From an optimization exercise on the open Yosys and OpenROAD flow, aimed at small area; shortcuts taken in it are not production practice.
At most, simulation tests tie the RTL to the original design; equivalence was not proved.
The RTL of run 1 was laid out without a check of its function.

==> flow/design.v (outline; a module is shown in full before it is edited, if it fits) <==
// module lif_neuron: 99 lines
// module lif_fa: 10 lines
// module lif_ao22: 9 lines
// module lif_addend: 9 lines
// module lif_leak: 707 lines
module lif_neuron (
    input  wire        clk,
    input  wire        rst,
    input  wire [15:0] threshold,
    input  wire [15:0] leak_rate,
    input  wire [7:0]  refractory,
    input  wire        leaky_enable,
    input  wire        reset_on_spike,
    input  wire [15:0] input_neuron_id,
    input  wire [7:0]  synapse_weight,
    input  wire        spike_in_valid,
    output wire        spike_in_ready,
    output reg  [15:0] output_neuron_id,
    output reg         spike_out_valid,
    input  wire        spike_out_ready,
    input  wire [15:0] neuron_id,
    output reg  [15:0] membrane_potential,
    output wire        in_refractory,
    output reg  [7:0]  refract_counter
);
  // ...
==> flow/flow/run.sh <==
#!/bin/bash
# Standard ORFS layout (the standard.sh: standard synthesis, floorplan,
# placement, CTS, routing) with these changes:
# - the buffers that buffer_ports puts on every input and output port are the
#   smallest plain buffer (sky130_fd_sc_hd__buf_1) instead of the cell the
#   resizer picks by default;
# - clock tree synthesis uses small clock buffers and no dummy loads;
# - after global routing, repair_timing -recover_power downsizes gates that
#   have timing slack to spare.
set -euo pipefail
cd "$(dirname "$0")/.."
bash standard.sh \
  "BUFFER_PORTS_ARGS=-buffer_cell sky130_fd_sc_hd__buf_1" \
  "CTS_ARGS=-sink_clustering_enable -repair_clock_nets -dont_use_dummy_load -buf_list sky130_fd_sc_hd__clkbuf_8" \
  "RECOVER_POWER=100" \
  finish > make_finish.log 2>&1
==> flow/standard.sh <==
#!/bin/bash
# synth_recipe.tcl (not shown) runs the flow's synth.tcl, then flattens the netlist and writes it again
# the make line also repeats each setting of config.mk as NAME=value (left out here)
make -C /OpenROAD-flow-scripts/flow DESIGN_CONFIG=/design/flow/config.mk WORK_HOME=/design/flow/orfs CLKGATE_MAP_FILE= SYNTH_SCRIPT=/design/flow/synth_recipe.tcl "${@:-finish}"
==> flow/config.mk <==
export PLATFORM = sky130hd
export DESIGN_NAME = lif_neuron
export DESIGN_NICKNAME = lif_neuron
export VERILOG_FILES = /design/flow/design.v
export SDC_FILE = /design/flow/constraint.sdc
export NUM_CORES = 4
export LEC_CHECK = 0
export CAP_MARGIN = 20
export CORE_MARGIN = 2
export CORE_UTILIZATION = 40
export GPL_TIMING_DRIVEN = 0
export SLEW_MARGIN = 20
export SYNTH_HIERARCHICAL = 1
export SYNTH_MINIMUM_KEEP_SIZE = 0
==> flow/constraint.sdc <==
create_clock -name core_clock -period 14.0 [get_ports {clk}]
set_input_delay 2.8000 -clock core_clock [delete_from_list [all_inputs] [get_ports {clk}]]
set_output_delay 2.8000 -clock core_clock [all_outputs]
set_load 0.01 [all_outputs]
==> run notes, run 1 <==
Status - finished clean
Critical path type - in -> reg
Commonest non-fill, non-tap cell in the layout - nand2_1
R2r endpoint - membrane_potential[14]
Area of the multi-input gates - 7000 µm²
Non-clk bufs - 159
Die Y - 146 µm
Ranking of synthesized cells by area - fa_1 (59%), nand2_1 (11%), dfxtp_1 (11%)
Mux contribution to synthesized area - 0
Number of clock-tree buffers in the layout - 5
Multi-input comb cells - 648
Root Buffer Master - clkbuf_8
Placer Congestion - 0.851
Fill cells - 1965
Diodes inserted - 0
Synth Area in Simple Gates - 0.143
CP required - 14200 ps
Starting DRT DRC Count - 332
Synthesized area - 8080 µm²
Hold_sp - output_neuron_id[6]
Mapped Cells - 746
Setup bufs post-CTS - 0
Crit. path cell count - 29
RSZ-0062 raised after global routing - false
CP Max Fanout - 10
Number of distinct library cells after synthesis - 48
Layout Area Growth over Synthesis - 10.8%
Non-clock buffer share - 0.0680
Normalized max-slew margin - 0.173
Number of synthesized flops with an enable pin - 0
Crit. End Element - flip-flop
Most frequent CP cell - fa_1
Fmax - 75.0 MHz
Latest clock arrival within the worst-skew pair - 300 ps
Top Ports - 129
Commonest cells in the netlist - nand2_1 (243), fa_1 (238), clkbuf_1 (45)
Biggest Area Class - multi-input gates
Utilization after layout - 0.456
Initial core utilization - 0.411
Hold Crit Depth - 1
Setup slack after layout - 675 ps
==> module lif_neuron, before the edit <==
module lif_neuron (
    input  wire        clk,
    input  wire        rst,
    input  wire [15:0] threshold,
    input  wire [15:0] leak_rate,
    input  wire [7:0]  refractory,
    input  wire        leaky_enable,
    input  wire        reset_on_spike,
    input  wire [15:0] input_neuron_id,
    input  wire [7:0]  synapse_weight,
    input  wire        spike_in_valid,
    output wire        spike_in_ready,
    output reg  [15:0] output_neuron_id,
    output reg         spike_out_valid,
    input  wire        spike_out_ready,
    input  wire [15:0] neuron_id,
    output reg  [15:0] membrane_potential,
    output wire        in_refractory,
    output reg  [7:0]  refract_counter
);
    localparam S_IDLE = 2'd0, S_INT = 2'd1, S_SPK = 2'd2, S_REF = 2'd3;
    reg  [1:0] state;
    wire [15:0] m = membrane_potential;
    wire [7:0]  cnt = refract_counter;
    wire is_ref  = |cnt;
    wire st_idle = (state == S_IDLE);
    wire st_int  = (state == S_INT);
    wire st_spk  = (state == S_SPK);
    wire fire = st_spk & spike_out_ready;           
    wire nfire = ~fire;
    wire leak = st_idle & leaky_enable;
    wire [16:0] gc;
    assign gc[0] = 1'b1;
    genvar gi;
    generate
        for (gi = 0; gi < 15; gi = gi + 1) begin : g_cmp
            assign gc[gi + 1] = (m[gi] & ~threshold[gi]) | (m[gi] & gc[gi]) | (~threshold[gi] & gc[gi]);
        end
    endgenerate
    assign gc[16] = (~m[15] & threshold[15]) | (~m[15] & gc[15]) | (threshold[15] & gc[15]);
    wire ge = gc[16];
    wire take = st_int & ge;                        
    wire [14:0] leak_res;
    lif_leak u_leak (.m(m[14:0]), .l(leak_rate), .y(leak_res));
    wire [15:0] wext = {{8{synapse_weight[7]}}, synapse_weight};
    wire [15:0] addend, sum;
    wire [16:0] ac;
    assign ac[0] = fire;
    generate
        for (gi = 0; gi < 16; gi = gi + 1) begin : g_add
            lif_addend u_ad (.s(st_int), .w(wext[gi]), .nf(nfire), .t(threshold[gi]), .y(addend[gi]));
            lif_fa u_fa (.a(m[gi]), .b(addend[gi]), .c(ac[gi]), .s(sum[gi]), .co(ac[gi + 1]));
        end
    endgenerate
    wire k_leak = leak & ~rst & ~m[15];
    wire k_sum  = ~leak & ~rst & ~(fire & reset_on_spike);
    wire [15:0] m_next;
    generate
        for (gi = 0; gi < 15; gi = gi + 1) begin : g_mn
            lif_ao22 u_mn (.a(k_leak), .b(leak_res[gi]), .c(k_sum), .d(sum[gi]), .y(m_next[gi]));
        end
    endgenerate
    assign m_next[15] = k_sum & sum[15];
    wire k_id_ld = ~rst & take;
    wire k_id_hd = ~rst & ~take;
    wire [15:0] id_next;
    generate
        for (gi = 0; gi < 16; gi = gi + 1) begin : g_id
            lif_ao22 u_id (.a(k_id_ld), .b(neuron_id[gi]), .c(k_id_hd), .d(output_neuron_id[gi]), .y(id_next[gi]));
        end
    endgenerate
    wire [7:0] dec = cnt - {7'd0, is_ref};
    wire k_c_ld = ~rst & fire;
    wire k_c_dn = ~rst & ~fire;
    wire [7:0] cnt_next;
    generate
        for (gi = 0; gi < 8; gi = gi + 1) begin : g_cn
            lif_ao22 u_cn (.a(k_c_ld), .b(refractory[gi]), .c(k_c_dn), .d(dec[gi]), .y(cnt_next[gi]));
        end
    endgenerate
    reg [1:0] state_next;
    always @(*) begin
        case (state)
            S_IDLE:  state_next = spike_in_valid ? S_INT : S_IDLE;
            S_INT:   state_next = ge ? S_SPK : S_IDLE;
            S_SPK:   state_next = spike_out_ready ? S_REF : S_SPK;
            default: state_next = is_ref ? S_REF : S_IDLE;
        endcase
    end
    always @(posedge clk) begin
        membrane_potential <= m_next;
        output_neuron_id <= id_next;
        refract_counter <= cnt_next;
        spike_out_valid <= ~rst & st_spk & ~spike_out_ready;
        state <= rst ? S_IDLE : state_next;
    end
    assign spike_in_ready = ~is_ref & ~st_spk;
    assign in_refractory = is_ref;
endmodule
==> run 2, diff against run 1 <==
--- a/flow/design.v
+++ b/flow/design.v
@@ -21,51 +21,84 @@
     localparam S_IDLE = 2'd0, S_INT = 2'd1, S_SPK = 2'd2, S_REF = 2'd3;
     reg  [1:0] state;
     wire [15:0] m = membrane_potential;
     wire [7:0]  cnt = refract_counter;
     wire is_ref  = |cnt;
     wire st_idle = (state == S_IDLE);
     wire st_int  = (state == S_INT);
     wire st_spk  = (state == S_SPK);
-    wire fire = st_spk & spike_out_ready;           
-    wire nfire = ~fire;
-    wire leak = st_idle & leaky_enable;
+    wire fire  = st_spk & spike_out_ready;          
+    wire leak  = st_idle & leaky_enable;            
+    wire nleak = ~leak;
+    wire [15:0] nt = ~threshold;
     wire [16:0] gc;
     assign gc[0] = 1'b1;
     genvar gi;
     generate
         for (gi = 0; gi < 15; gi = gi + 1) begin : g_cmp
-            assign gc[gi + 1] = (m[gi] & ~threshold[gi]) | (m[gi] & gc[gi]) | (~threshold[gi] & gc[gi]);
+            assign gc[gi + 1] = (m[gi] & nt[gi]) | (m[gi] & gc[gi]) | (nt[gi] & gc[gi]);
         end
     endgenerate
     assign gc[16] = (~m[15] & threshold[15]) | (~m[15] & gc[15]) | (threshold[15] & gc[15]);
     wire ge = gc[16];
     wire take = st_int & ge;                        
-    wire [14:0] leak_res;
-    lif_leak u_leak (.m(m[14:0]), .l(leak_rate), .y(leak_res));
+    wire [14:0] xa, xb;
+    wire nc;
+    lif_leak u_leak (.m(m[14:0]), .l(leak_rate), .xa(xa), .xb(xb), .nc(nc));
     wire [15:0] wext = {{8{synapse_weight[7]}}, synapse_weight};
-    wire [15:0] addend, sum;
-    wire [16:0] ac;
-    assign ac[0] = fire;
+    wire [15:0] nx, ny, nz;
+    wire [16:0] nci;
+    lif_aoi22 u_nx0 (.a(leak), .b(xa[0]), .c(nleak), .d(m[0]), .y(nx[0]));
+    lif_aoi222 u_ny0 (.a(st_int), .b(wext[0]), .c(fire), .d(nt[0]), .e(leak), .f(xb[0]), .y(ny[0]));
+    lif_aoi22 u_nx1 (.a(leak), .b(xa[1]), .c(nleak), .d(m[1]), .y(nx[1]));
+    lif_aoi222 u_ny1 (.a(st_int), .b(wext[1]), .c(fire), .d(nt[1]), .e(leak), .f(xb[1]), .y(ny[1]));
+    lif_aoi22 u_nx2 (.a(leak), .b(xa[2]), .c(nleak), .d(m[2]), .y(nx[2]));
+    lif_aoi222 u_ny2 (.a(st_int), .b(wext[2]), .c(fire), .d(nt[2]), .e(leak), .f(xb[2]), .y(ny[2]));
+    lif_aoi22 u_nx3 (.a(leak), .b(xa[3]), .c(nleak), .d(m[3]), .y(nx[3]));
+    lif_aoi222 u_ny3 (.a(st_int), .b(wext[3]), .c(fire), .d(nt[3]), .e(leak), .f(xb[3]), .y(ny[3]));
+    lif_aoi22 u_nx4 (.a(leak), .b(xa[4]), .c(nleak), .d(m[4]), .y(nx[4]));
+    lif_aoi222 u_ny4 (.a(st_int), .b(wext[4]), .c(fire), .d(nt[4]), .e(leak), .f(xb[4]), .y(ny[4]));
+    lif_aoi22 u_nx5 (.a(leak), .b(xa[5]), .c(nleak), .d(m[5]), .y(nx[5]));
+    lif_aoi222 u_ny5 (.a(st_int), .b(wext[5]), .c(fire), .d(nt[5]), .e(leak), .f(xb[5]), .y(ny[5]));
+    lif_aoi22 u_nx6 (.a(leak), .b(xa[6]), .c(nleak), .d(m[6]), .y(nx[6]));
+    lif_aoi222 u_ny6 (.a(st_int), .b(wext[6]), .c(fire), .d(nt[6]), .e(leak), .f(xb[6]), .y(ny[6]));
+    lif_aoi22 u_nx7 (.a(leak), .b(xa[7]), .c(nleak), .d(m[7]), .y(nx[7]));
+    lif_aoi222 u_ny7 (.a(st_int), .b(wext[7]), .c(fire), .d(nt[7]), .e(leak), .f(xb[7]), .y(ny[7]));
+    lif_aoi22 u_nx8 (.a(leak), .b(xa[8]), .c(nleak), .d(m[8]), .y(nx[8]));
+    lif_aoi222 u_ny8 (.a(st_int), .b(wext[8]), .c(fire), .d(nt[8]), .e(leak), .f(xb[8]), .y(ny[8]));
+    lif_aoi22 u_nx9 (.a(leak), .b(xa[9]), .c(nleak), .d(m[9]), .y(nx[9]));
+    lif_aoi222 u_ny9 (.a(st_int), .b(wext[9]), .c(fire), .d(nt[9]), .e(leak), .f(xb[9]), .y(ny[9]));
+    lif_aoi22 u_nx10 (.a(leak), .b(xa[10]), .c(nleak), .d(m[10]), .y(nx[10]));
+    lif_aoi222 u_ny10 (.a(st_int), .b(wext[10]), .c(fire), .d(nt[10]), .e(leak), .f(xb[10]), .y(ny[10]));
+    lif_aoi22 u_nx11 (.a(leak), .b(xa[11]), .c(nleak), .d(m[11]), .y(nx[11]));
+    lif_aoi222 u_ny11 (.a(st_int), .b(wext[11]), .c(fire), .d(nt[11]), .e(leak), .f(xb[11]), .y(ny[11]));
+    lif_aoi22 u_nx12 (.a(leak), .b(xa[12]), .c(nleak), .d(m[12]), .y(nx[12]));
+    lif_aoi222 u_ny12 (.a(st_int), .b(wext[12]), .c(fire), .d(nt[12]), .e(leak), .f(xb[12]), .y(ny[12]));
+    lif_aoi22 u_nx13 (.a(leak), .b(xa[13]), .c(nleak), .d(m[13]), .y(nx[13]));
+    lif_aoi222 u_ny13 (.a(st_int), .b(wext[13]), .c(fire), .d(nt[13]), .e(leak), .f(xb[13]), .y(ny[13]));
+    lif_aoi22 u_nx14 (.a(leak), .b(m[14]), .c(nleak), .d(m[14]), .y(nx[14]));
+    lif_aoi222 u_ny14 (.a(st_int), .b(wext[14]), .c(fire), .d(nt[14]), .e(leak), .f(xb[14]), .y(ny[14]));
+    lif_inv u_nx15 (.a(m[15]), .y(nx[15]));
+    lif_aoi22 u_ny15 (.a(st_int), .b(wext[15]), .c(fire), .d(nt[15]), .y(ny[15]));
+    lif_aoi21 u_nci (.a(leak), .b(nc), .c(fire), .y(nci[0]));
     generate
         for (gi = 0; gi < 16; gi = gi + 1) begin : g_add
-            lif_addend u_ad (.s(st_int), .w(wext[gi]), .nf(nfire), .t(threshold[gi]), .y(addend[gi]));
-            lif_fa u_fa (.a(m[gi]), .b(addend[gi]), .c(ac[gi]), .s(sum[gi]), .co(ac[gi + 1]));
+            lif_fa u_fa (.a(nx[gi]), .b(ny[gi]), .c(nci[gi]), .s(nz[gi]), .co(nci[gi + 1]));
         end
     endgenerate
-    wire k_leak = leak & ~rst & ~m[15];
-    wire k_sum  = ~leak & ~rst & ~(fire & reset_on_spike);
+    wire clr = rst | (leak & m[15]) | (fire & reset_on_spike);
+    wire clr15 = clr | leak;
     wire [15:0] m_next;
     generate
         for (gi = 0; gi < 15; gi = gi + 1) begin : g_mn
-            lif_ao22 u_mn (.a(k_leak), .b(leak_res[gi]), .c(k_sum), .d(sum[gi]), .y(m_next[gi]));
+            lif_nor2 u_mn (.a(clr), .b(nz[gi]), .y(m_next[gi]));
         end
     endgenerate
-    assign m_next[15] = k_sum & sum[15];
+    lif_nor2 u_mn15 (.a(clr15), .b(nz[15]), .y(m_next[15]));
     wire k_id_ld = ~rst & take;
     wire k_id_hd = ~rst & ~take;
     wire [15:0] id_next;
     generate
         for (gi = 0; gi < 16; gi = gi + 1) begin : g_id
             lif_ao22 u_id (.a(k_id_ld), .b(neuron_id[gi]), .c(k_id_hd), .d(output_neuron_id[gi]), .y(id_next[gi]));
         end
     endgenerate
@@ -92,48 +125,22 @@
         output_neuron_id <= id_next;
         refract_counter <= cnt_next;
         spike_out_valid <= ~rst & st_spk & ~spike_out_ready;
         state <= rst ? S_IDLE : state_next;
     end
     assign spike_in_ready = ~is_ref & ~st_spk;
     assign in_refractory = is_ref;
 endmodule
-module lif_fa (
-    input  wire a,
-    input  wire b,
-    input  wire c,
-    output wire s,
-    output wire co
-);
-    assign s = a ^ b ^ c;
-    assign co = (a & b) | (a & c) | (b & c);
-endmodule
-module lif_ao22 (
-    input  wire a,
-    input  wire b,
-    input  wire c,
-    input  wire d,
-    output wire y
-);
-    assign y = (a & b) | (c & d);
-endmodule
-module lif_addend (
-    input  wire s,
-    input  wire w,
-    input  wire nf,
-    input  wire t,
-    output wire y
-);
-    assign y = (s & w) | ~(nf | t);
-endmodule
 module lif_leak (
     input  wire [14:0] m,
     input  wire [15:0] l,
-    output wire [14:0] y
+    output wire [14:0] xa,
+    output wire [14:0] xb,
+    output wire        nc
 );
     wire pp_0_0 = ~(m[0] & l[0]);
     wire pp_0_1 = ~(m[0] & l[1]);
     wire pp_0_2 = ~(m[0] & l[2]);
     wire pp_0_3 = ~(m[0] & l[3]);
     wire pp_0_4 = ~(m[0] & l[4]);
     wire pp_0_5 = ~(m[0] & l[5]);
     wire pp_0_6 = ~(m[0] & l[6]);
@@ -365,104 +372,111 @@
     wire pp_14_8 = ~(m[14] & l[8]);
     wire pp_14_9 = ~(m[14] & l[9]);
     wire pp_14_10 = ~(m[14] & l[10]);
     wire pp_14_11 = ~(m[14] & l[11]);
     wire pp_14_12 = ~(m[14] & l[12]);
     wire pp_14_13 = ~(m[14] & l[13]);
     wire pp_14_14 = ~(m[14] & l[14]);
     wire pp_14_15 = ~(m[14] & l[15]);
-    wire hs1, hc2;
-    lif_fa u_hs1 (.a(pp_0_13), .b(pp_1_12), .c(1'b1), .s(hs1), .co(hc2));
+    wire fs1, fc2;
+    lif_xnor2 u_fs1 (.a(pp_0_13), .b(pp_1_12), .y(fs1));
+    lif_or2 u_fc2 (.a(pp_0_13), .b(pp_1_12), .y(fc2));
     wire fs3, fc4;
     lif_fa u_fs3 (.a(pp_0_14), .b(pp_1_13), .c(pp_2_12), .s(fs3), .co(fc4));
-    wire hs5, hc6;
-    lif_fa u_hs5 (.a(pp_3_11), .b(pp_4_10), .c(1'b1), .s(hs5), .co(hc6));
+    wire fs5, fc6;
+    lif_xnor2 u_fs5 (.a(pp_3_11), .b(pp_4_10), .y(fs5));
+    lif_or2 u_fc6 (.a(pp_3_11), .b(pp_4_10), .y(fc6));
     wire fs7, fc8;
     lif_fa u_fs7 (.a(pp_0_15), .b(pp_1_14), .c(pp_2_13), .s(fs7), .co(fc8));
     wire fs9, fc10;
     lif_fa u_fs9 (.a(pp_3_12), .b(pp_4_11), .c(pp_5_10), .s(fs9), .co(fc10));
     wire fs11, fc12;
     lif_fa u_fs11 (.a(m[0]), .b(pp_1_15), .c(pp_2_14), .s(fs11), .co(fc12));
     wire fs13, fc14;
     lif_fa u_fs13 (.a(pp_3_13), .b(pp_4_12), .c(pp_5_11), .s(fs13), .co(fc14));
     wire fs15, fc16;
     lif_fa u_fs15 (.a(m[1]), .b(pp_2_15), .c(pp_3_14), .s(fs15), .co(fc16));
-    wire hs17, hc18;
-    lif_fa u_hs17 (.a(pp_4_13), .b(pp_5_12), .c(1'b1), .s(hs17), .co(hc18));
+    wire fs17, fc18;
+    lif_xnor2 u_fs17 (.a(pp_4_13), .b(pp_5_12), .y(fs17));
+    lif_or2 u_fc18 (.a(pp_4_13), .b(pp_5_12), .y(fc18));
     wire fs19, fc20;
     lif_fa u_fs19 (.a(m[2]), .b(pp_3_15), .c(pp_4_14), .s(fs19), .co(fc20));
-    wire hs21, hc22;
-    lif_fa u_hs21 (.a(pp_0_9), .b(pp_1_8), .c(1'b1), .s(hs21), .co(hc22));
+    wire fs21, fc22;
+    lif_xnor2 u_fs21 (.a(pp_0_9), .b(pp_1_8), .y(fs21));
+    lif_or2 u_fc22 (.a(pp_0_9), .b(pp_1_8), .y(fc22));
     wire fs23, fc24;
     lif_fa u_fs23 (.a(pp_0_10), .b(pp_1_9), .c(pp_2_8), .s(fs23), .co(fc24));
-    wire hs25, hc26;
-    lif_fa u_hs25 (.a(pp_3_7), .b(pp_4_6), .c(1'b1), .s(hs25), .co(hc26));
+    wire fs25, fc26;
+    lif_xnor2 u_fs25 (.a(pp_3_7), .b(pp_4_6), .y(fs25));
+    lif_or2 u_fc26 (.a(pp_3_7), .b(pp_4_6), .y(fc26));
     wire fs27, fc28;
     lif_fa u_fs27 (.a(pp_0_11), .b(pp_1_10), .c(pp_2_9), .s(fs27), .co(fc28));
     wire fs29, fc30;
     lif_fa u_fs29 (.a(pp_3_8), .b(pp_4_7), .c(pp_5_6), .s(fs29), .co(fc30));
-    wire hs31, hc32;
-    lif_fa u_hs31 (.a(pp_6_5), .b(pp_7_4), .c(1'b1), .s(hs31), .co(hc32));
+    wire fs31, fc32;
+    lif_xnor2 u_fs31 (.a(pp_6_5), .b(pp_7_4), .y(fs31));
+    lif_or2 u_fc32 (.a(pp_6_5), .b(pp_7_4), .y(fc32));
     wire fs33, fc34;
     lif_fa u_fs33 (.a(pp_0_12), .b(pp_1_11), .c(pp_2_10), .s(fs33), .co(fc34));
     wire fs35, fc36;
     lif_fa u_fs35 (.a(pp_3_9), .b(pp_4_8), .c(pp_5_7), .s(fs35), .co(fc36));
     wire fs37, fc38;
     lif_fa u_fs37 (.a(pp_6_6), .b(pp_7_5), .c(pp_8_4), .s(fs37), .co(fc38));
-    wire hs39, hc40;
-    lif_fa u_hs39 (.a(pp_9_3), .b(pp_10_2), .c(1'b1), .s(hs39), .co(hc40));
+    wire fs39, fc40;
+    lif_xnor2 u_fs39 (.a(pp_9_3), .b(pp_10_2), .y(fs39));
+    lif_or2 u_fc40 (.a(pp_9_3), .b(pp_10_2), .y(fc40));
     wire fs41, fc42;
     lif_fa u_fs41 (.a(pp_2_11), .b(pp_3_10), .c(pp_4_9), .s(fs41), .co(fc42));
     wire fs43, fc44;
     lif_fa u_fs43 (.a(pp_5_8), .b(pp_6_7), .c(pp_7_6), .s(fs43), .co(fc44));
     wire fs45, fc46;
     lif_fa u_fs45 (.a(pp_8_5), .b(pp_9_4), .c(pp_10_3), .s(fs45), .co(fc46));
     wire fs47, fc48;
     lif_fa u_fs47 (.a(pp_11_2), .b(pp_12_1), .c(pp_13_0), .s(fs47), .co(fc48));
     wire fs49, fc50;
     lif_fa u_fs49 (.a(pp_5_9), .b(pp_6_8), .c(pp_7_7), .s(fs49), .co(fc50));
     wire fs51, fc52;
     lif_fa u_fs51 (.a(pp_8_6), .b(pp_9_5), .c(pp_10_4), .s(fs51), .co(fc52));
     wire fs53, fc54;
     lif_fa u_fs53 (.a(pp_11_3), .b(pp_12_2), .c(pp_13_1), .s(fs53), .co(fc54));
     wire fs55, fc56;
-    lif_fa u_fs55 (.a(pp_14_0), .b(hs5), .c(hc2), .s(fs55), .co(fc56));
+    lif_fa u_fs55 (.a(pp_14_0), .b(fs5), .c(fc2), .s(fs55), .co(fc56));
     wire fs57, fc58;
     lif_fa u_fs57 (.a(pp_6_9), .b(pp_7_8), .c(pp_8_7), .s(fs57), .co(fc58));
     wire fs59, fc60;
     lif_fa u_fs59 (.a(pp_9_6), .b(pp_10_5), .c(pp_11_4), .s(fs59), .co(fc60));
     wire fs61, fc62;
     lif_fa u_fs61 (.a(pp_12_3), .b(pp_13_2), .c(pp_14_1), .s(fs61), .co(fc62));
     wire fs63, fc64;
-    lif_fa u_fs63 (.a(hc6), .b(fs7), .c(fs9), .s(fs63), .co(fc64));
+    lif_fa u_fs63 (.a(fc6), .b(fs7), .c(fs9), .s(fs63), .co(fc64));
     wire fs65, fc66;
     lif_fa u_fs65 (.a(pp_6_10), .b(pp_7_9), .c(pp_8_8), .s(fs65), .co(fc66));
     wire fs67, fc68;
     lif_fa u_fs67 (.a(pp_9_7), .b(pp_10_6), .c(pp_11_5), .s(fs67), .co(fc68));
     wire fs69, fc70;
     lif_fa u_fs69 (.a(pp_12_4), .b(pp_13_3), .c(pp_14_2), .s(fs69), .co(fc70));
     wire fs71, fc72;
     lif_fa u_fs71 (.a(fs11), .b(fs13), .c(fc8), .s(fs71), .co(fc72));
     wire fs73, fc74;
     lif_fa u_fs73 (.a(pp_6_11), .b(pp_7_10), .c(pp_8_9), .s(fs73), .co(fc74));
     wire fs75, fc76;
     lif_fa u_fs75 (.a(pp_9_8), .b(pp_10_7), .c(pp_11_6), .s(fs75), .co(fc76));
     wire fs77, fc78;
     lif_fa u_fs77 (.a(pp_12_5), .b(pp_13_4), .c(pp_14_3), .s(fs77), .co(fc78));
     wire fs79, fc80;
-    lif_fa u_fs79 (.a(hs17), .b(fs15), .c(fc12), .s(fs79), .co(fc80));
+    lif_fa u_fs79 (.a(fs17), .b(fs15), .c(fc12), .s(fs79), .co(fc80));
     wire fs81, fc82;
     lif_fa u_fs81 (.a(pp_5_13), .b(pp_6_12), .c(pp_7_11), .s(fs81), .co(fc82));
     wire fs83, fc84;
     lif_fa u_fs83 (.a(pp_8_10), .b(pp_9_9), .c(pp_10_8), .s(fs83), .co(fc84));
     wire fs85, fc86;
     lif_fa u_fs85 (.a(pp_11_7), .b(pp_12_6), .c(pp_13_5), .s(fs85), .co(fc86));
     wire fs87, fc88;
-    lif_fa u_fs87 (.a(pp_14_4), .b(hc18), .c(fs19), .s(fs87), .co(fc88));
+    lif_fa u_fs87 (.a(pp_14_4), .b(fc18), .c(fs19), .s(fs87), .co(fc88));
     wire fs89, fc90;
     lif_fa u_fs89 (.a(m[3]), .b(pp_4_15), .c(pp_5_14), .s(fs89), .co(fc90));
     wire fs91, fc92;
     lif_fa u_fs91 (.a(pp_6_13), .b(pp_7_12), .c(pp_8_11), .s(fs91), .co(fc92));
     wire fs93, fc94;
     lif_fa u_fs93 (.a(pp_9_10), .b(pp_10_9), .c(pp_11_8), .s(fs93), .co(fc94));
     wire fs95, fc96;
     lif_fa u_fs95 (.a(pp_12_7), .b(pp_13_6), .c(pp_14_5), .s(fs95), .co(fc96));
@@ -473,54 +487,57 @@
     wire fs101, fc102;
     lif_fa u_fs101 (.a(pp_10_10), .b(pp_11_9), .c(pp_12_8), .s(fs101), .co(fc102));
     wire fs103, fc104;
     lif_fa u_fs103 (.a(m[5]), .b(pp_6_15), .c(pp_7_14), .s(fs103), .co(fc104));
     wire fs105, fc106;
     lif_fa u_fs105 (.a(pp_8_13), .b(pp_9_12), .c(pp_10_11), .s(fs105), .co(fc106));
     wire fs107, fc108;
     lif_fa u_fs107 (.a(m[6]), .b(pp_7_15), .c(pp_8_14), .s(fs107), .co(fc108));
-    wire hs109, hc110;
-    lif_fa u_hs109 (.a(pp_0_6), .b(pp_1_5), .c(1'b1), .s(hs109), .co(hc110));
+    wire fs109, fc110;
+    lif_xnor2 u_fs109 (.a(pp_0_6), .b(pp_1_5), .y(fs109));
+    lif_or2 u_fc110 (.a(pp_0_6), .b(pp_1_5), .y(fc110));
     wire fs111, fc112;
     lif_fa u_fs111 (.a(pp_0_7), .b(pp_1_6), .c(pp_2_5), .s(fs111), .co(fc112));
-    wire hs113, hc114;
-    lif_fa u_hs113 (.a(pp_3_4), .b(pp_4_3), .c(1'b1), .s(hs113), .co(hc114));
+    wire fs113, fc114;
+    lif_xnor2 u_fs113 (.a(pp_3_4), .b(pp_4_3), .y(fs113));
+    lif_or2 u_fc114 (.a(pp_3_4), .b(pp_4_3), .y(fc114));
     wire fs115, fc116;
     lif_fa u_fs115 (.a(pp_0_8), .b(pp_1_7), .c(pp_2_6), .s(fs115), .co(fc116));
     wire fs117, fc118;
     lif_fa u_fs117 (.a(pp_3_5), .b(pp_4_4), .c(pp_5_3), .s(fs117), .co(fc118));
-    wire hs119, hc120;
-    lif_fa u_hs119 (.a(pp_6_2), .b(pp_7_1), .c(1'b1), .s(hs119), .co(hc120));
+    wire fs119, fc120;
+    lif_xnor2 u_fs119 (.a(pp_6_2), .b(pp_7_1), .y(fs119));
+    lif_or2 u_fc120 (.a(pp_6_2), .b(pp_7_1), .y(fc120));
     wire fs121, fc122;
     lif_fa u_fs121 (.a(pp_2_7), .b(pp_3_6), .c(pp_4_5), .s(fs121), .co(fc122));
     wire fs123, fc124;
     lif_fa u_fs123 (.a(pp_5_4), .b(pp_6_3), .c(pp_7_2), .s(fs123), .co(fc124));
     wire fs125, fc126;
-    lif_fa u_fs125 (.a(pp_8_1), .b(pp_9_0), .c(hs21), .s(fs125), .co(fc126));
+    lif_fa u_fs125 (.a(pp_8_1), .b(pp_9_0), .c(fs21), .s(fs125), .co(fc126));
     wire fs127, fc128;
     lif_fa u_fs127 (.a(pp_5_5), .b(pp_6_4), .c(pp_7_3), .s(fs127), .co(fc128));
     wire fs129, fc130;
     lif_fa u_fs129 (.a(pp_8_2), .b(pp_9_1), .c(pp_10_0), .s(fs129), .co(fc130));
     wire fs131, fc132;
-    lif_fa u_fs131 (.a(hs25), .b(hc22), .c(fs23), .s(fs131), .co(fc132));
+    lif_fa u_fs131 (.a(fs25), .b(fc22), .c(fs23), .s(fs131), .co(fc132));
     wire fs133, fc134;
     lif_fa u_fs133 (.a(pp_8_3), .b(pp_9_2), .c(pp_10_1), .s(fs133), .co(fc134));
     wire fs135, fc136;
-    lif_fa u_fs135 (.a(pp_11_0), .b(hs31), .c(hc26), .s(fs135), .co(fc136));
+    lif_fa u_fs135 (.a(pp_11_0), .b(fs31), .c(fc26), .s(fs135), .co(fc136));
     wire fs137, fc138;
     lif_fa u_fs137 (.a(fs27), .b(fs29), .c(fc24), .s(fs137), .co(fc138));
     wire fs139, fc140;
-    lif_fa u_fs139 (.a(pp_11_1), .b(pp_12_0), .c(hs39), .s(fs139), .co(fc140));
+    lif_fa u_fs139 (.a(pp_11_1), .b(pp_12_0), .c(fs39), .s(fs139), .co(fc140));
     wire fs141, fc142;
-    lif_fa u_fs141 (.a(hc32), .b(fs33), .c(fs35), .s(fs141), .co(fc142));
+    lif_fa u_fs141 (.a(fc32), .b(fs33), .c(fs35), .s(fs141), .co(fc142));
     wire fs143, fc144;
     lif_fa u_fs143 (.a(fs37), .b(fc28), .c(fc30), .s(fs143), .co(fc144));
     wire fs145, fc146;
-    lif_fa u_fs145 (.a(hs1), .b(hc40), .c(fs41), .s(fs145), .co(fc146));
+    lif_fa u_fs145 (.a(fs1), .b(fc40), .c(fs41), .s(fs145), .co(fc146));
     wire fs147, fc148;
     lif_fa u_fs147 (.a(fs43), .b(fs45), .c(fs47), .s(fs147), .co(fc148));
     wire fs149, fc150;
     lif_fa u_fs149 (.a(fc34), .b(fc36), .c(fc38), .s(fs149), .co(fc150));
     wire fs151, fc152;
     lif_fa u_fs151 (.a(fs3), .b(fs49), .c(fs51), .s(fs151), .co(fc152));
     wire fs153, fc154;
     lif_fa u_fs153 (.a(fs53), .b(fc42), .c(fc44), .s(fs153), .co(fc154));
@@ -581,36 +598,38 @@
     wire fs209, fc210;
     lif_fa u_fs209 (.a(pp_13_10), .b(pp_14_9), .c(fc108), .s(fs209), .co(fc210));
     wire fs211, fc212;
     lif_fa u_fs211 (.a(m[8]), .b(pp_9_15), .c(pp_10_14), .s(fs211), .co(fc212));
     wire fs213, fc214;
     lif_fa u_fs213 (.a(pp_11_13), .b(pp_12_12), .c(pp_13_11), .s(fs213), .co(fc214));
     wire fs215, fc216;
     lif_fa u_fs215 (.a(m[9]), .b(pp_10_15), .c(pp_11_14), .s(fs215), .co(fc216));
-    wire hs217, hc218;
-    lif_fa u_hs217 (.a(pp_0_4), .b(pp_1_3), .c(1'b1), .s(hs217), .co(hc218));
+    wire fs217, fc218;
+    lif_xnor2 u_fs217 (.a(pp_0_4), .b(pp_1_3), .y(fs217));
+    lif_or2 u_fc218 (.a(pp_0_4), .b(pp_1_3), .y(fc218));
     wire fs219, fc220;
     lif_fa u_fs219 (.a(pp_0_5), .b(pp_1_4), .c(pp_2_3), .s(fs219), .co(fc220));
-    wire hs221, hc222;
-    lif_fa u_hs221 (.a(pp_3_2), .b(pp_4_1), .c(1'b1), .s(hs221), .co(hc222));
+    wire fs221, fc222;
+    lif_xnor2 u_fs221 (.a(pp_3_2), .b(pp_4_1), .y(fs221));
+    lif_or2 u_fc222 (.a(pp_3_2), .b(pp_4_1), .y(fc222));
     wire fs223, fc224;
     lif_fa u_fs223 (.a(pp_2_4), .b(pp_3_3), .c(pp_4_2), .s(fs223), .co(fc224));
     wire fs225, fc226;
-    lif_fa u_fs225 (.a(pp_5_1), .b(pp_6_0), .c(hs109), .s(fs225), .co(fc226));
+    lif_fa u_fs225 (.a(pp_5_1), .b(pp_6_0), .c(fs109), .s(fs225), .co(fc226));
     wire fs227, fc228;
     lif_fa u_fs227 (.a(pp_5_2), .b(pp_6_1), .c(pp_7_0), .s(fs227), .co(fc228));
     wire fs229, fc230;
-    lif_fa u_fs229 (.a(hs113), .b(hc110), .c(fs111), .s(fs229), .co(fc230));
+    lif_fa u_fs229 (.a(fs113), .b(fc110), .c(fs111), .s(fs229), .co(fc230));
     wire fs231, fc232;
-    lif_fa u_fs231 (.a(pp_8_0), .b(hs119), .c(hc114), .s(fs231), .co(fc232));
+    lif_fa u_fs231 (.a(pp_8_0), .b(fs119), .c(fc114), .s(fs231), .co(fc232));
     wire fs233, fc234;
     lif_fa u_fs233 (.a(fs115), .b(fs117), .c(fc112), .s(fs233), .co(fc234));
     wire fs235, fc236;
-    lif_fa u_fs235 (.a(hc120), .b(fs121), .c(fs123), .s(fs235), .co(fc236));
+    lif_fa u_fs235 (.a(fc120), .b(fs121), .c(fs123), .s(fs235), .co(fc236));
     wire fs237, fc238;
     lif_fa u_fs237 (.a(fc116), .b(fc118), .c(fs125), .s(fs237), .co(fc238));
     wire fs239, fc240;
     lif_fa u_fs239 (.a(fs127), .b(fs129), .c(fc122), .s(fs239), .co(fc240));
     wire fs241, fc242;
     lif_fa u_fs241 (.a(fc124), .b(fc126), .c(fs131), .s(fs241), .co(fc242));
     wire fs243, fc244;
     lif_fa u_fs243 (.a(fs133), .b(fc128), .c(fc130), .s(fs243), .co(fc244));
@@ -673,24 +692,25 @@
     wire fs301, fc302;
     lif_fa u_fs301 (.a(fs215), .b(fc212), .c(fc214), .s(fs301), .co(fc302));
     wire fs303, fc304;
     lif_fa u_fs303 (.a(m[10]), .b(pp_11_15), .c(pp_12_14), .s(fs303), .co(fc304));
     wire fs305, fc306;
     lif_fa u_fs305 (.a(pp_13_13), .b(pp_14_12), .c(fc216), .s(fs305), .co(fc306));
     wire fs307, fc308;
     lif_fa u_fs307 (.a(m[11]), .b(pp_12_15), .c(pp_13_14), .s(fs307), .co(fc308));
-    wire hs309, hc310;
-    lif_fa u_hs309 (.a(pp_0_3), .b(pp_1_2), .c(1'b1), .s(hs309), .co(hc310));
+    wire fs309, fc310;
+    lif_xnor2 u_fs309 (.a(pp_0_3), .b(pp_1_2), .y(fs309));
+    lif_or2 u_fc310 (.a(pp_0_3), .b(pp_1_2), .y(fc310));
     wire fs311, fc312;
     lif_fa u_fs311 (.a(pp_2_2), .b(pp_3_1), .c(pp_4_0), .s(fs311), .co(fc312));
     wire fs313, fc314;
-    lif_fa u_fs313 (.a(pp_5_0), .b(hs221), .c(hc218), .s(fs313), .co(fc314));
+    lif_fa u_fs313 (.a(pp_5_0), .b(fs221), .c(fc218), .s(fs313), .co(fc314));
     wire fs315, fc316;
-    lif_fa u_fs315 (.a(hc222), .b(fs223), .c(fc220), .s(fs315), .co(fc316));
+    lif_fa u_fs315 (.a(fc222), .b(fs223), .c(fc220), .s(fs315), .co(fc316));
     wire fs317, fc318;
     lif_fa u_fs317 (.a(fs227), .b(fc224), .c(fc226), .s(fs317), .co(fc318));
     wire fs319, fc320;
     lif_fa u_fs319 (.a(fc228), .b(fs231), .c(fs233), .s(fs319), .co(fc320));
     wire fs321, fc322;
     lif_fa u_fs321 (.a(fc232), .b(fs235), .c(fc234), .s(fs321), .co(fc322));
     wire fs323, fc324;
     lif_fa u_fs323 (.a(fs239), .b(fc236), .c(fc238), .s(fs323), .co(fc324));
@@ -725,22 +745,23 @@
     wire fs353, fc354;
     lif_fa u_fs353 (.a(fs299), .b(fs301), .c(fc296), .s(fs353), .co(fc354));
     wire fs355, fc356;
     lif_fa u_fs355 (.a(fs303), .b(fc300), .c(fs305), .s(fs355), .co(fc356));
     wire fs357, fc358;
     lif_fa u_fs357 (.a(pp_14_13), .b(fs307), .c(fc304), .s(fs357), .co(fc358));
     wire fs359, fc360;
     lif_fa u_fs359 (.a(m[12]), .b(pp_13_15), .c(pp_14_14), .s(fs359), .co(fc360));
-    wire hs361, hc362;
-    lif_fa u_hs361 (.a(pp_0_2), .b(pp_1_1), .c(1'b1), .s(hs361), .co(hc362));
+    wire fs361, fc362;
+    lif_xnor2 u_fs361 (.a(pp_0_2), .b(pp_1_1), .y(fs361));
+    lif_or2 u_fc362 (.a(pp_0_2), .b(pp_1_1), .y(fc362));
     wire fs363, fc364;
-    lif_fa u_fs363 (.a(pp_2_1), .b(pp_3_0), .c(hs309), .s(fs363), .co(fc364));
+    lif_fa u_fs363 (.a(pp_2_1), .b(pp_3_0), .c(fs309), .s(fs363), .co(fc364));
     wire fs365, fc366;
-    lif_fa u_fs365 (.a(hs217), .b(hc310), .c(fs311), .s(fs365), .co(fc366));
+    lif_fa u_fs365 (.a(fs217), .b(fc310), .c(fs311), .s(fs365), .co(fc366));
     wire fs367, fc368;
     lif_fa u_fs367 (.a(fs219), .b(fc312), .c(fs313), .s(fs367), .co(fc368));
     wire fs369, fc370;
     lif_fa u_fs369 (.a(fs225), .b(fc314), .c(fs315), .s(fs369), .co(fc370));
     wire fs371, fc372;
     lif_fa u_fs371 (.a(fs229), .b(fc316), .c(fs317), .s(fs371), .co(fc372));
     wire fs373, fc374;
     lif_fa u_fs373 (.a(fc230), .b(fc318), .c(fs319), .s(fs373), .co(fc374));
@@ -751,84 +772,127 @@
     wire fs379, fc380;
     lif_fa u_fs379 (.a(fc242), .b(fc324), .c(fs325), .s(fs379), .co(fc380));
     wire fs381, fc382;
     lif_fa u_fs381 (.a(fc246), .b(fs327), .c(fc326), .s(fs381), .co(fc382));
     wire fs383, fc384;
     lif_fa u_fs383 (.a(fc250), .b(fs329), .c(fc328), .s(fs383), .co(fc384));
     wire fs385, fc386;
     lif_fa u_fs385 (.a(fs257), .b(fs331), .c(fc330), .s(fs385), .co(fc386));
-    wire fs387, fc388;
-    lif_fa u_fs387 (.a(fs261), .b(fc332), .c(fs333), .s(fs387), .co(fc388));
-    wire fs389, fc390;
-    lif_fa u_fs389 (.a(fc262), .b(fc334), .c(fs335), .s(fs389), .co(fc390));
-    wire fs391, fc392;
-    lif_fa u_fs391 (.a(fc266), .b(fs337), .c(fc336), .s(fs391), .co(fc392));
-    wire fs393, fc394;
-    lif_fa u_fs393 (.a(fc270), .b(fs339), .c(fc338), .s(fs393), .co(fc394));
-    wire fs395, fc396;
-    lif_fa u_fs395 (.a(fc274), .b(fs341), .c(fc340), .s(fs395), .co(fc396));
-    wire fs397, fc398;
-    lif_fa u_fs397 (.a(fc278), .b(fs343), .c(fc342), .s(fs397), .co(fc398));
-    wire fs399, fc400;
-    lif_fa u_fs399 (.a(fc282), .b(fs345), .c(fc344), .s(fs399), .co(fc400));
-    wire fs401, fc402;
-    lif_fa u_fs401 (.a(fc286), .b(fs347), .c(fc346), .s(fs401), .co(fc402));
-    wire fs403, fc404;
-    lif_fa u_fs403 (.a(fc290), .b(fs349), .c(fc348), .s(fs403), .co(fc404));
-    wire fs405, fc406;
-    lif_fa u_fs405 (.a(fc294), .b(fs351), .c(fc350), .s(fs405), .co(fc406));
-    wire fs407, fc408;
-    lif_fa u_fs407 (.a(fc298), .b(fs353), .c(fc352), .s(fs407), .co(fc408));
-    wire fs409, fc410;
-    lif_fa u_fs409 (.a(fc302), .b(fs355), .c(fc354), .s(fs409), .co(fc410));
-    wire fs411, fc412;
-    lif_fa u_fs411 (.a(fc306), .b(fs357), .c(fc356), .s(fs411), .co(fc412));
-    wire fs413, fc414;
-    lif_fa u_fs413 (.a(fc308), .b(fs359), .c(fc358), .s(fs413), .co(fc414));
-    wire fs415, fc416;
-    lif_fa u_fs415 (.a(m[13]), .b(pp_14_15), .c(fc360), .s(fs415), .co(fc416));
+    wire fs387;
+    lif_fa u_fs387 (.a(fs261), .b(fc332), .c(fs333), .s(fs387), .co(xb[0]));
+    lif_fa u_fs389 (.a(fc262), .b(fc334), .c(fs335), .s(xa[0]), .co(xb[1]));
+    lif_fa u_fs391 (.a(fc266), .b(fs337), .c(fc336), .s(xa[1]), .co(xb[2]));
+    lif_fa u_fs393 (.a(fc270), .b(fs339), .c(fc338), .s(xa[2]), .co(xb[3]));
+    lif_fa u_fs395 (.a(fc274), .b(fs341), .c(fc340), .s(xa[3]), .co(xb[4]));
+    lif_fa u_fs397 (.a(fc278), .b(fs343), .c(fc342), .s(xa[4]), .co(xb[5]));
+    lif_fa u_fs399 (.a(fc282), .b(fs345), .c(fc344), .s(xa[5]), .co(xb[6]));
+    lif_fa u_fs401 (.a(fc286), .b(fs347), .c(fc346), .s(xa[6]), .co(xb[7]));
+    lif_fa u_fs403 (.a(fc290), .b(fs349), .c(fc348), .s(xa[7]), .co(xb[8]));
+    lif_fa u_fs405 (.a(fc294), .b(fs351), .c(fc350), .s(xa[8]), .co(xb[9]));
+    lif_fa u_fs407 (.a(fc298), .b(fs353), .c(fc352), .s(xa[9]), .co(xb[10]));
+    lif_fa u_fs409 (.a(fc302), .b(fs355), .c(fc354), .s(xa[10]), .co(xb[11]));
+    lif_fa u_fs411 (.a(fc306), .b(fs357), .c(fc356), .s(xa[11]), .co(xb[12]));
+    lif_fa u_fs413 (.a(fc308), .b(fs359), .c(fc358), .s(xa[12]), .co(xb[13]));
+    lif_fa u_fs415 (.a(m[13]), .b(pp_14_15), .c(fc360), .s(xa[13]), .co(xb[14]));
     wire lc417 = (pp_0_0 & 1'b1) | (pp_0_0 & 1'b1) | (1'b1 & 1'b1);
     wire lc418 = (pp_0_1 & pp_1_0) | (pp_0_1 & lc417) | (pp_1_0 & lc417);
-    wire lc419 = (pp_2_0 & hs361) | (pp_2_0 & lc418) | (hs361 & lc418);
-    wire lc420 = (fs363 & hc362) | (fs363 & lc419) | (hc362 & lc419);
+    wire lc419 = (pp_2_0 & fs361) | (pp_2_0 & lc418) | (fs361 & lc418);
+    wire lc420 = (fs363 & fc362) | (fs363 & lc419) | (fc362 & lc419);
     wire lc421 = (fs365 & fc364) | (fs365 & lc420) | (fc364 & lc420);
     wire lc422 = (fs367 & fc366) | (fs367 & lc421) | (fc366 & lc421);
     wire lc423 = (fs369 & fc368) | (fs369 & lc422) | (fc368 & lc422);
     wire lc424 = (fs371 & fc370) | (fs371 & lc423) | (fc370 & lc423);
     wire lc425 = (fs373 & fc372) | (fs373 & lc424) | (fc372 & lc424);
     wire lc426 = (fs375 & fc374) | (fs375 & lc425) | (fc374 & lc425);
     wire lc427 = (fs377 & fc376) | (fs377 & lc426) | (fc376 & lc426);
     wire lc428 = (fs379 & fc378) | (fs379 & lc427) | (fc378 & lc427);
     wire lc429 = (fs381 & fc380) | (fs381 & lc428) | (fc380 & lc428);
     wire lc430 = (fs383 & fc382) | (fs383 & lc429) | (fc382 & lc429);
     wire lc431 = (fs385 & fc384) | (fs385 & lc430) | (fc384 & lc430);
     wire lc432 = (fs387 & fc386) | (fs387 & lc431) | (fc386 & lc431);
-    wire hc433;
-    lif_fa u_hc433 (.a(fs389), .b(fc388), .c(lc432), .s(y[0]), .co(hc433));
-    wire hc434;
-    lif_fa u_hc434 (.a(fs391), .b(fc390), .c(hc433), .s(y[1]), .co(hc434));
-    wire hc435;
-    lif_fa u_hc435 (.a(fs393), .b(fc392), .c(hc434), .s(y[2]), .co(hc435));
-    wire hc436;
-    lif_fa u_hc436 (.a(fs395), .b(fc394), .c(hc435), .s(y[3]), .co(hc436));
-    wire hc437;
-    lif_fa u_hc437 (.a(fs397), .b(fc396), .c(hc436), .s(y[4]), .co(hc437));
-    wire hc438;
-    lif_fa u_hc438 (.a(fs399), .b(fc398), .c(hc437), .s(y[5]), .co(hc438));
-    wire hc439;
-    lif_fa u_hc439 (.a(fs401), .b(fc400), .c(hc438), .s(y[6]), .co(hc439));
-    wire hc440;
-    lif_fa u_hc440 (.a(fs403), .b(fc402), .c(hc439), .s(y[7]), .co(hc440));
-    wire hc441;
-    lif_fa u_hc441 (.a(fs405), .b(fc404), .c(hc440), .s(y[8]), .co(hc441));
-    wire hc442;
-    lif_fa u_hc442 (.a(fs407), .b(fc406), .c(hc441), .s(y[9]), .co(hc442));
-    wire hc443;
-    lif_fa u_hc443 (.a(fs409), .b(fc408), .c(hc442), .s(y[10]), .co(hc443));
-    wire hc444;
-    lif_fa u_hc444 (.a(fs411), .b(fc410), .c(hc443), .s(y[11]), .co(hc444));
-    wire hc445;
-    lif_fa u_hc445 (.a(fs413), .b(fc412), .c(hc444), .s(y[12]), .co(hc445));
-    wire hc446;
-    lif_fa u_hc446 (.a(fs415), .b(fc414), .c(hc445), .s(y[13]), .co(hc446));
-    assign y[14] = (m[14] ^ fc416 ^ hc446);
+    assign nc = lc432;
+    assign xa[14] = 1'b1;   
+endmodule
+module lif_fa (
+    input  wire a,
+    input  wire b,
+    input  wire c,
+    output wire s,
+    output wire co
+);
+    assign s = a ^ b ^ c;
+    assign co = (a & b) | (a & c) | (b & c);
+endmodule
+module lif_ao22 (
+    input  wire a,
+    input  wire b,
+    input  wire c,
+    input  wire d,
+    output wire y
+);
+    assign y = (a & b) | (c & d);
+endmodule
+module lif_aoi22 (
+    input  wire a,
+    input  wire b,
+    input  wire c,
+    input  wire d,
+    output wire y
+);
+    assign y = ~((a & b) | (c & d));
+endmodule
+module lif_aoi221 (
+    input  wire a,
+    input  wire b,
+    input  wire c,
+    input  wire d,
+    input  wire e,
+    output wire y
+);
+    assign y = ~((a & b) | (c & d) | e);
+endmodule
+module lif_aoi222 (
+    input  wire a,
+    input  wire b,
+    input  wire c,
+    input  wire d,
+    input  wire e,
+    input  wire f,
+    output wire y
+);
+    assign y = ~((a & b) | (c & d) | (e & f));
+endmodule
+module lif_aoi21 (
+    input  wire a,
+    input  wire b,
+    input  wire c,
+    output wire y
+);
+    assign y = ~((a & b) | c);
+endmodule
+module lif_nor2 (
+    input  wire a,
+    input  wire b,
+    output wire y
+);
+    assign y = ~(a | b);
+endmodule
+module lif_xnor2 (
+    input  wire a,
+    input  wire b,
+    output wire y
+);
+    assign y = ~(a ^ b);
+endmodule
+module lif_or2 (
+    input  wire a,
+    input  wire b,
+    output wire y
+);
+    assign y = a | b;
+endmodule
+module lif_inv (
+    input  wire a,
+    output wire y
+);
+    assign y = ~a;
 endmodule
==> flow/flow/run.sh (replaced) <==
#!/bin/bash
# Standard ORFS layout (the standard.sh: standard synthesis, floorplan,
# placement, CTS, routing) with these changes:
# - after floorplan, flow/downsize.tcl sets combinational cells that synthesis
#   upsized back to drive strength 1 (repair steps size up what needs it);
# - the buffers that buffer_ports puts on every input and output port are the
#   smallest plain buffer (sky130_fd_sc_hd__buf_1) instead of the cell the
#   resizer picks by default;
# - clock tree synthesis uses clkbuf_8 buffers and no dummy loads;
# - after global routing, repair_timing -recover_power downsizes gates that
#   have timing slack to spare.
# make's whole output goes to make_finish.log; each ORFS step keeps its own
# log under orfs/logs/.
set -euo pipefail
cd "$(dirname "$0")/.."
bash standard.sh \
  "POST_FLOORPLAN_TCL=$PWD/flow/downsize.tcl" \
  "BUFFER_PORTS_ARGS=-buffer_cell sky130_fd_sc_hd__buf_1" \
  "CTS_ARGS=-sink_clustering_enable -repair_clock_nets -dont_use_dummy_load -buf_list sky130_fd_sc_hd__clkbuf_8" \
  "RECOVER_POWER=100" \
  finish > make_finish.log 2>&1
==> flow/flow/downsize.tcl (new file) <==
# Sourced by ORFS at the end of floorplan (POST_FLOORPLAN_TCL).  Synthesis
# (ABC) maps small helper modules on their own and often picks a larger drive
# strength than the layout needs; set every combinational cell that has a
# size-1 variant of the same function back to size 1.  The later repair steps
# (repair_design, repair_timing) size cells up again where timing, slew or
# capacitance need it.  Flip-flops and clock cells are left alone.
set db [ord::get_db]
set block [ord::get_db_block]
set swapped 0
foreach inst [$block getInsts] {
  set master [$inst getMaster]
  set name [$master getName]
  if {![regexp {^(sky130_fd_sc_hd__[a-z0-9]+)_([0-9]+)$} $name -> base size]} { continue }
  if {$size <= 1} { continue }
  if {[regexp {__(df|sdf|edf|dl|clk|dly|conb|tap|fill|decap|diode)} $base]} { continue }
  set small [$db findMaster ${base}_1]
  if {$small eq "NULL" || $small eq ""} { continue }
  if {[$small getWidth] >= [$master getWidth]} { continue }
  $inst swapMaster $small
  incr swapped
}
puts "downsize.tcl: $swapped cells set to drive strength 1"
==> run notes, run 2 <==
Normalized max-slew margin - 0.186 (+0.0127)
RSZ-0062 raised after global routing - false
Final HPWL DP - 17300 µm
# DRC - 0
Slew Limit Fails - 0
Via Count - 6133
Routing usage on met3 - 0.0250
R2r setup slk - 2230 ps
Latest clock arrival within the worst-skew pair - 310 ps (about the same)
Avg WL per Cell - 18.6 µm
Top Ports - 129 (unchanged)
Crit-path max cell delay - 590 ps
Worst Tran Pin Value - 1220 ps
Placer Congestion - 0.845 (-0.61%)
Pin count of the biggest net entering global routing - 32
M1 GR Usage - 0.308
Initial antenna violation count - 0
Min-Delay Path Class - reg -> reg
I/O Buffers - 112
Met2 GRT Util - 0.377
CTS tree - done
Period minus WS final - 13580 ps
Fmax - 73.6 MHz (-1.9%)
Hold Crit Depth - 1 (unchanged)
Die Area - 20600 µm²
Top Registers - membrane_potential (16), output_neuron_id (16), refract_counter (8)
Core outline area - 18900 µm²
Final hold vios - 0
Most frequent CP cell - fa_1
R2r startpoint - membrane_potential[5]
Most frequent cells in the layout - nand2_1 (242), fa_1 (210), buf_1 (111), dfxtp_1 (43), clkbuf_1 (41)
Clock Tree Buf Depth - 2
# nets final - 1183
Crit. End Element - flip-flop
Hold_sp - output_neuron_id[8]
Diodes inserted - 0 (unchanged)
Clk sinks - 43
Layer with the highest usage - met2
Layout Area Growth over Synthesis - 9.35%
Worst path bufs/invs - 2
Layout cell share with drive strength beyond 1 - 0.0181
R2R depth - 31
Final Instance Count excl. Fillers - 1143
Root Buffer Master - clkbuf_8
Worst Setup Start Kind - input port
Starting DRT DRC Count - 346 (+4.2%)
Top delay family on crit path - adder cells
CTS clock-pin slew for the worst setup and hold paths - 70 ps
Status - finished clean
Synthesized area - 7770 µm² (-3.8%)
YS warnings - 7
Global-route wire length before repair - 35100 µm
Worst Skew - 17.2 ps
Max Cap Viol - 0
Final wirelength - 21300 µm
CP required - 14190 ps (about the same)
Setup TNS Final - 0 ps
Mapped Cells - 764 (+2.4%)
Crit-path slowest cell - fa_1
Hold path endpoint - output_neuron_id[8]
Final period util - 0.970
Initial core utilization - 0.411 (about the same)
Mean Syn Cell Area - 10.2 µm²
Die Y - 143 µm (-1.9%)
Overflow after GRT - 0
Die Wd - 143 µm
R2r endpoint - membrane_potential[15]
Critical path type - in -> reg
CP Max Fanout - 10 (unchanged)
Final setup vio count - 0
Commonest non-fill, non-tap cell in the layout - nand2_1
Vias in the first global route - 6602
Total track usage - 0.221
H-tree depth - 2
Dpl cells - 1138
Via density - 5.37
Router iterations before antenna repair - 6
Routed Antenna Nets - 0
Setup bufs post-CTS - 0 (unchanged)
Utilization after layout - 0.450 (-0.00582)
Arrival time at the worst endpoint - 13780 ps
# rows - 50
CTS Buf Count - 5
[run 2: final cells by class]
cell class              instances  area (µm²)
fillers                      1957       10400
multi-input cells             648        6530
flip-flops and latches         43         861
repair buffers                114         433
well taps                     260         325
plain buffers                  44         170
inverters                      29         109
clock buffers                   5        68.8
[run 2: stage by stage]
stage	cell area [µm²]	hold WS, ps	setup slack [ps]
finish	8500	473	418
global route	8500	498	20.2
CTS	8490	476	359
detailed placement	8430	451	51.0
global placement	8400	452	68.8
floorplan	7770	464	1260
[run 2: worst register-to-register path, delay by kind of cell, from the launching register on]
| kind | cells | cell delay, ps |
|---|---|---|
| fa+ha+maj | 21 | 9170 |
| flops | 1 | 490 |
| compound gates | 3 | 350 |
| simple gates | 5 | 780 |
| buf+inv | 2 | 900 |
[run 2: how the worst max path moves through the flow]
stage | cells past startpoint | slack (ps) | end | start
CTS | 31 | 360 | membrane_potential[15] | leak_rate[4]
finish | 31 | 420 | membrane_potential[15] | leak_rate[7]
floorplan | 30 | 1260 | membrane_potential[15] | leak_rate[8]
global placement | 31 | 70 | membrane_potential[15] | leak_rate[5]
detailed placement | 31 | 50 | membrane_potential[15] | leak_rate[4]
global route | 31 | 20 | membrane_potential[15] | leak_rate[10]
[run 2: routing by layer]
metal / vias up / wire length [µm] / share of wire
met5: - / 0 / 0
met4: 0 / 229 / 0.011
met3: 19 / 1190 / 0.056
met2: 209 / 10700 / 0.50
met1: 3176 / 9130 / 0.43
li1: 2729 / - / -
[run 2: timing repair]
action                                  in CTS  in global routing
gates resized for setup                      0                  8
hold buffers                                 0                  0
endpoints found under the setup margin       0                  1
==> run 3, diff against run 2 <==
--- a/flow/flow/run.sh
+++ b/flow/flow/run.sh
@@ -9,2 +9,3 @@
 # - clock tree synthesis uses clkbuf_8 buffers and no dummy loads;
+# - synthesis (ABC) buffers are removed at floorplan (REMOVE_ABC_BUFFERS);
 # - after global routing, repair_timing -recover_power downsizes gates that
@@ -20,2 +21,3 @@
   "RECOVER_POWER=100" \
+  "REMOVE_ABC_BUFFERS=1" \
   finish > make_finish.log 2>&1
==> run notes, run 3 <==
Final setup vio count - 0 (unchanged)
Period minus WS final - 13560 ps (-25.7 ps)
Most frequent CP cell - fa_1
Latest clock arrival within the worst-skew pair - 290 ps (-20 ps)
Vias in the first global route - 6710 (+1.6%)
Pin count of the biggest net entering global routing - 32 (unchanged)
Critical path type - in -> reg
Status - finished clean
H-tree depth - 2 (unchanged)
Top Registers - membrane_potential (16), output_neuron_id (16), refract_counter (8)
Worst Tran Pin Value - 1280 ps (+59.4 ps)
Crit-path max cell delay - 700 ps (+110 ps)
Avg WL per Cell - 20.2 µm (+8.6%)
Crit-path slowest cell - clkbuf_1
Mapped Cells - 764 (unchanged)
Starting DRT DRC Count - 384 (+11%)
Via Count - 6141 (+0.13%)
# DRC - 0 (unchanged)
Final period util - 0.968 (-0.00184)
CP required - 14190 ps (about the same)
Hold path endpoint - output_neuron_id[4]
Router iterations before antenna repair - 9 (+3)
Setup TNS Final - 0 ps (unchanged)
CP Max Fanout - 15 (+5)
Hold_buf cts - 0 (unchanged)
CTS clock-pin slew for the worst setup and hold paths - 90 ps (+20 ps)
# rows - 50 (unchanged)
CTS Buf Count - 5 (unchanged)
Crit. End Element - flip-flop
Synthesized area - 7770 µm² (unchanged)
Normalized max-slew margin - 0.139 (-0.0470)
Arrival time at the worst endpoint - 13740 ps (-40 ps)
Final hold vios - 0 (unchanged)
Commonest non-fill, non-tap cell in the layout - nand2_1
Total track usage - 0.227 (+0.00598)
RSZ-0062 raised after global routing - false
Routed Antenna Nets - 0 (unchanged)
Layout Area Growth over Synthesis - 7.07%
Min-Delay Path Class - reg -> reg
Hold Crit Depth - 1 (unchanged)
Setup slack after layout - 444 ps (+25.7 ps)
Initial antenna violation count - 0 (unchanged)
Diodes inserted - 0 (unchanged)
CTS tree - done
Worst Skew - 23.4 ps (+6.20 ps)
Initial core utilization - 0.411 (unchanged)
Die Wd - 143 µm (unchanged)
Top Ports - 129 (unchanged)
YS warnings - 7 (unchanged)
Clock Tree Buf Depth - 2 (unchanged)
Die Area - 20600 µm² (unchanged)
Worst Setup Start Kind - input port
Core outline area - 18900 µm² (unchanged)
R2r endpoint - membrane_potential[15]
R2r startpoint - membrane_potential[7]
Pre-CTS WS - 125 ps (+74.4 ps)
R2R depth - 30 (-3.2%)
Hold_sp - output_neuron_id[4]
Final wirelength - 22200 µm (+4.5%)
# nets final - 1140 (-3.6%)
Clk sinks - 43 (unchanged)
R2r setup slk - 2450 ps (+220 ps)
Mean Syn Cell Area - 10.2 µm² (unchanged)
Fmax - 73.8 MHz (+0.19%)
Slew Limit Fails - 0 (unchanged)
Max Cap Viol - 0 (unchanged)
Most frequent cells in the layout - nand2_1 (242), fa_1 (210), buf_1 (110), dfxtp_1 (43), inv_1 (27)
Global-route wire length before repair - 36100 µm (+2.8%)
Post-CTS sizing - 0 (unchanged)
Final HPWL DP - 15600 µm (-9.7%)
Placer Congestion - 0.834 (-1.4%)
Setup bufs post-CTS - 0 (unchanged)
Root Buffer Master - clkbuf_8
Die Y - 143 µm (unchanged)
Overflow after GRT - 0 (unchanged)
Via density - 5.58 (+4.0%)
Layout cell share with drive strength beyond 1 - 0.0107 (-0.00741)
I/O Buffers - 112 (unchanged)
run 3: area by class of cell:
| type | count | area, µm² |
|---|---|---|
| Fill cell | 1908 | 10600 |
| Sequential cell | 43 | 861 |
| Timing Repair Buffer | 115 | 435 |
| Clock buffer | 5 | 68.8 |
| Inverter | 29 | 109 |
| Tap cell | 260 | 325 |
| Multi-Input combinational cell | 648 | 6520 |
run 3: through the flow:
step	utilization	hold slack, ps	instance area (µm²)	std cells
floorplan	-	464	7610	720
global placement	0.436	451	8240	1092
detailed placement	0.437	451	8250	1094
CTS	0.441	479	8320	1099
global route	0.440	493	8320	1100
finish	0.440	479	8320	1100
run 3: worst max-delay path, delay by kind of cell:
family | cells | cell delay, ps
buffers and inverters | 1 | 700
AO/OA/AOI/OAI | 3 | 350
AND/OR/NAND/NOR | 5 | 760
adder cells (fa/ha/maj) | 21 | 9110
run 3: per-layer routing:
layer  GRT usage  routed length (µm)  vias to the layer above
met1       0.309                9260                     3206
met5           0                   0                        -
met2       0.390               11100                      255
li1            -                   -                     2643
met4      0.0537                 453                        0
met3      0.0257                1380                       37
run 3: how the worst max path moves through the flow:
stage / start / to / slack (ps) / depth (start not counted)
final: leak_rate[12] / membrane_potential[15] / 440 / 30
after global routing: leak_rate[12] / membrane_potential[15] / 70 / 30
after CTS: leak_rate[12] / membrane_potential[15] / 450 / 30
after detailed placement: leak_rate[12] / membrane_potential[15] / 130 / 30
after global placement: leak_rate[12] / membrane_potential[15] / 130 / 30
after floorplan: leak_rate[8] / membrane_potential[15] / 1550 / 29

-- afterwards: timing with drivers on the ports --
No port has a modelled driver above. Below, the same layouts with a new extraction and two added sets of constraints.
Step 1 (the two cells are an assumption about what drives the block):
set clk [get_ports {clk}]
set_driving_cell -lib_cell sky130_fd_sc_hd__clkbuf_16 $clk
set_driving_cell -lib_cell sky130_fd_sc_hd__buf_2 [delete_from_list [all_inputs] $clk]
Step 2 adds t to the input delays and takes it off the output delays; t is the mean of the earliest and latest rising clock arrival at the registers after step 1. Input paths then give back, and output paths get back, about the clock's delay inside the block.
Three values: ideal ports, drivers, drivers and shift; two values: the first two.
run	t (ns)	setup slack, ns	hold WS [ns]	worst register clock-pin slew, ns	worst slew at a driven data input, ns
run 1	0.329	0.675 / 0.684 / 0.356	0.472 / 0.472 / 0.472	0.08 / 0.08	0.05
run 2	0.331	0.418 / 0.428 / 0.097	0.473 / 0.473 / 0.473	0.09 / 0.09	0.05
run 3	0.302	0.444 / 0.443 / 0.141	0.479 / 0.479 / 0.479	0.09 / 0.09	0.06
After both steps every run listed still meets setup and hold. The setup slack of run 2, which loses most, moves by +0.010 ns with the drivers and by -0.321 ns with both steps.
